From an optimization exercise on the open Yosys and OpenROAD flow, aimed at small area and a short achievable clock period; shortcuts taken in it are not production practice.
The RTL was checked by simulation tests, not by an equivalence proof against the original design.
No activity file was given, so power comes from the tool's default toggle rates.

## build 37
Design fp16MAC, start of the top module:
module fp16MAC(a, b, acc, CLK, RESETn);
	input [15:0] a, b;
	input CLK, RESETn;
	output reg [15:0] acc;
	wire        pre_s;
	wire [4:0]  pre_e;
	wire [1:0]  pre_c;
	fm_mul_pre u_pre(.a(a), .b(b), .s(pre_s), .e(pre_e), .c(pre_c));
	reg        in_s;
	reg [1:0]  in_c;
	reg [4:0]  in_e;
	reg [9:0]  in_ma, in_mb;
	wire [12:0] mul_m;
	wire        mul_st;
	fm_mul_prod u_prod(.ma(in_ma), .mb(in_mb), .m(mul_m), .st(mul_st));
	reg        md_s;
	reg [1:0]  md_c;
	reg [4:0]  md_e;
	reg [12:0] md_m;
	reg        md_st;
	wire [15:0] prod_w;
	fm_mul_round u_rnd(.s(md_s), .e(md_e), .c(md_c), .m(md_m), .st(md_st), .p(prod_w));
	reg [15:0] prod;
	wire [15:0] sum_w;
	fm_add u_add(.A(acc), .B(prod), .Y(sum_w));
	always @(posedge CLK, negedge RESETn) begin
		if (!RESETn) begin
			in_s <= 1'b0;
			in_c <= 2'd0;
			md_s <= 1'b0;
			md_c <= 2'd0;
			prod <= 16'd0;
			acc  <= 16'd0;
		end else begin
			in_s <= pre_s;
			in_c <= pre_c;
			md_s <= in_s;
			md_c <= in_c;
			prod <= prod_w;
			acc  <= sum_w;
		end
	end
	always @(posedge CLK) begin
		in_e  <= pre_e;
		in_ma <= a[9:0];
		in_mb <= b[9:0];
		md_e  <= in_e;
		md_m  <= mul_m;
		md_st <= mul_st;
	end
endmodule
For scale: ~1,400 cells after synthesis, ~82 flip-flops, roughly 50 I/O pins, ~10,000 sq um of cells after synthesis.
export LEC_CHECK = 0
export ABC_AREA = 1
export CAP_MARGIN = 20
export CORE_MARGIN = 2
export CORE_UTILIZATION = 55
export CTS_BUF_LIST = sky130_fd_sc_hd__clkbuf_8
export SLEW_MARGIN = 20
export SYNTH_HIERARCHICAL = 1
create_clock -name core_clock -period 15.5 [get_ports {CLK}]
standard.sh (not shown) runs the stock make flow with config.mk's settings and CLKGATE_MAP_FILE= SYNTH_SCRIPT=/design/flow/synth_recipe.tcl, a recipe that flattens the netlist after the stock synthesis.
==> flow/flow/run.sh <==
#!/bin/bash
# Own flow: the standard layout (standard.sh, unchanged ORFS scripts)
# with three changes:
#  - its own synthesis script, flow/own_synth.tcl (see there);
#  - repair_timing aims for 9.8 ns of setup slack (SETUP_SLACK_MARGIN),
#    i.e. it sizes the critical paths for about a 5.7 ns clock, while the
#    design is still laid out and signed off at the design's period;
#  - the ports are buffered with buf_1 cells instead of the larger delay
#    buffers buffer_ports picks by default (every port is still buffered).
# Floorplan, power grid, placement, clock tree and routing are otherwise the
# standard flow's.  Each make step writes its full log under orfs/logs/; the
# make output itself goes to standard.log here.
set -euo pipefail
cp config.mk own_config.mk
echo 'export BUFFER_PORTS_ARGS = -buffer_cell sky130_fd_sc_hd__buf_1' >> own_config.mk
sed -E -e "s#SYNTH_SCRIPT=[^ ]+#SYNTH_SCRIPT=$PWD/flow/own_synth.tcl SETUP_SLACK_MARGIN=9.8 ABC_LOAD_IN_FF=20#" \
       -e "s#DESIGN_CONFIG=[^ ]+#DESIGN_CONFIG=$PWD/own_config.mk#" standard.sh > own_standard.sh
grep -q "SYNTH_SCRIPT=$PWD/flow/own_synth.tcl" own_standard.sh
grep -q "DESIGN_CONFIG=$PWD/own_config.mk" own_standard.sh
bash own_standard.sh > standard.log 2>&1
==> flow/flow/abc_area.script <==
strash
dch
amap
topo
stime -c
buffer -c
upsize -c
dnsize -c
==> flow/flow/abc_fast.script <==
strash
balance
rewrite
refactor
balance
rewrite -z
refactor -z
balance
rewrite -z
refactor -z
balance
dch
map -B 0.9
topo
stime -c
buffer -c
upsize -c
dnsize -c
==> flow/flow/own_synth.tcl <==
set own_dir [file dirname [file normalize [info script]]]
proc synth {args} {
  if {[lsearch -exact $args "fine:"] >= 0} {
    yosys synth -nofsm -noshare -noabc {*}$args
  } else {
    yosys synth -nofsm -noshare {*}$args
  }
}
proc extract_fa {args} { yosys extract_fa {*}$args fm_mul_prod }
proc keep_hierarchy {args} {
  foreach m {fm_add fm_mul_prod fm_mul_round} { yosys setattr -mod -set keep_hierarchy 1 $m }
}
proc abc {args} {
  global own_dir
  set i [expr {[lsearch -exact $args -script] + 1}]
  yosys abc {*}[lreplace $args $i $i $own_dir/abc_fast.script] fm_add
  yosys abc {*}[lreplace $args $i $i $own_dir/abc_area.script] fm_mul_prod fm_mul_round fp16MAC
}
source $::env(SCRIPTS_DIR)/synth.tcl
# left out here: clear keep_hierarchy, flatten, clean up, hide names made inside functions, write 1_2_yosys.v
Build 37 has completed all stages; timing, DRC and antenna checks passed.
Relative to build 37, the following input files were edited for build 38:
- TNS_END_PERCENT now 50, previously not set
==> flow/flow/run.sh <==
#!/bin/bash
set -euo pipefail
cp config.mk own_config.mk
echo 'export BUFFER_PORTS_ARGS = -buffer_cell sky130_fd_sc_hd__buf_1' >> own_config.mk
sed -E -e "s#SYNTH_SCRIPT=[^ ]+#SYNTH_SCRIPT=$PWD/flow/own_synth.tcl SETUP_SLACK_MARGIN=9.8 ABC_LOAD_IN_FF=10#" \
       -e "s#DESIGN_CONFIG=[^ ]+#DESIGN_CONFIG=$PWD/own_config.mk#" standard.sh > own_standard.sh
grep -q "SYNTH_SCRIPT=$PWD/flow/own_synth.tcl" own_standard.sh
grep -q "DESIGN_CONFIG=$PWD/own_config.mk" own_standard.sh
bash own_standard.sh > standard.log 2>&1
--- outcome ---
NOTE core area build 37->build 38 decreased slightly. Min overall routed net length across build 37 and build 38: build 38. Build 38 vs build 37 — via count dropped slightly. Build 38: full flow OK, the timing, DRC and antenna checks passed. In summary, build 37 completed successfully, with a layout that passed the timing, DRC and antenna checks. The run showing the greater highest clock frequency the design can meet is build 38.
### build 38 -> build 16
- TNS_END_PERCENT: 50 -> unset
==> flow/flow/run.sh <==
#!/bin/bash
# Own flow: the standard layout (standard.sh, unchanged ORFS scripts)
# with three changes:
#  - its own synthesis script, flow/own_synth.tcl (see there);
#  - repair_timing aims for 9.8 ns of setup slack (SETUP_SLACK_MARGIN),
#    i.e. it sizes the critical paths for about a 5.7 ns clock, while the
#    design is still laid out and signed off at the design's period;
#  - the ports are buffered with buf_1 cells instead of the larger delay
#    buffers buffer_ports picks by default (every port is still buffered).
# Floorplan, power grid, placement, clock tree and routing are otherwise the
# standard flow's.  Each make step writes its full log under orfs/logs/; the
# make output itself goes to standard.log here.
set -euo pipefail
cp config.mk own_config.mk
echo 'export BUFFER_PORTS_ARGS = -buffer_cell sky130_fd_sc_hd__buf_1' >> own_config.mk
sed -E -e "s#SYNTH_SCRIPT=[^ ]+#SYNTH_SCRIPT=$PWD/flow/own_synth.tcl SETUP_SLACK_MARGIN=9.9 ABC_LOAD_IN_FF=10#" \
       -e "s#DESIGN_CONFIG=[^ ]+#DESIGN_CONFIG=$PWD/own_config.mk#" standard.sh > own_standard.sh
grep -q "SYNTH_SCRIPT=$PWD/flow/own_synth.tcl" own_standard.sh
grep -q "DESIGN_CONFIG=$PWD/own_config.mk" own_standard.sh
bash own_standard.sh > standard.log 2>&1
Results
Status: half-perimeter wire length after placement parity (build 38, build 16)
Build 16 vs build 38: power up
In terms of post-route worst hold slack, build 38 and build 16 differ only marginally.
Build 16 vs build 38 — worst slew slack as a fraction of its limit dropped 0.16 points.
Taking build 38 as the reference, in build 16 detail-routed net length per standard cell increased by about 0.66% relative to the old numbers; data arrival time of the critical path decreased by 70 ps relative to the old numbers.
Between build 38 and build 16, the global-route usage figures differ only marginally.
Comparing build 16 and build 38, routed length on met2 is higher on build 16.
Vias: build 16 above build 38
Diff build 38 -> build 16 | internal power | increase of 17 uW
The inputs of build 50 differ from those of build 16 as listed below.
--- a/flow/flow/run.sh
+++ b/flow/flow/run.sh
@@ -14,5 +14,5 @@
 cp config.mk own_config.mk
 echo 'export BUFFER_PORTS_ARGS = -buffer_cell sky130_fd_sc_hd__buf_1' >> own_config.mk
-sed -E -e "s#SYNTH_SCRIPT=[^ ]+#SYNTH_SCRIPT=$PWD/flow/own_synth.tcl SETUP_SLACK_MARGIN=9.9 ABC_LOAD_IN_FF=10#" \
+sed -E -e "s#SYNTH_SCRIPT=[^ ]+#SYNTH_SCRIPT=$PWD/flow/own_synth.tcl SETUP_SLACK_MARGIN=9.8#" \
        -e "s#DESIGN_CONFIG=[^ ]+#DESIGN_CONFIG=$PWD/own_config.mk#" standard.sh > own_standard.sh
 grep -q "SYNTH_SCRIPT=$PWD/flow/own_synth.tcl" own_standard.sh
Results
Compared to build 16, build 50 has setup slack 130 ps lower.
For die area, build 16 and build 50 come out practically identical.
Summary of build 50 over build 16: die extent in y shows no meaningful change, via count shows a reduction of 151, power share of the combinational group shows a reduction of 0.5 points, total power divided by cell area shows a reduction of about 0.8%, worst-case reg-to-reg path depth shows a reduction of 1.
On wire length of the first global-routing pass, build 50 does better than build 16.
Build 50 against build 16: total power went down about 3%, final-stage net count went down by 0.68%, placement-stage cell area comparable.

## afterwards: timing with drivers on the ports
Ports are ideal in the flow. The routed layouts listed here were re-timed in OpenROAD.
Step 1 sets driving cells, clkbuf_16 on the clock port and buf_2 on the other inputs (assumed; they add their load-dependent delay and slew).
Step 2 adds t to the input delays and takes it off the output delays; t is the mean of the earliest and latest rising clock arrival at the registers after step 1. Input paths then give back, and output paths get back, about the clock's delay inside the block.
Three values: ideal ports, drivers, drivers and shift; two values: the first two.
| run | t (ns) | setup slack, ns | hold slack, ns | cell pins on the clock port's net |
|---|---|---|---|---|
| build 37 | 0.404 | 10.152 / 10.152 / 10.152 | 0.331 / 0.331 / 0.331 | 1 |
| build 38 | 0.400 | 10.199 / 10.199 / 10.199 | 0.334 / 0.334 / 0.334 | 1 |
| build 16 | 0.399 | 10.267 / 10.267 / 10.267 | 0.334 / 0.334 / 0.334 | 1 |
| build 50 | 0.391 | 10.141 / 10.141 / 10.141 | 0.333 / 0.333 / 0.333 | 1 |
After both steps every run listed still meets setup and hold.
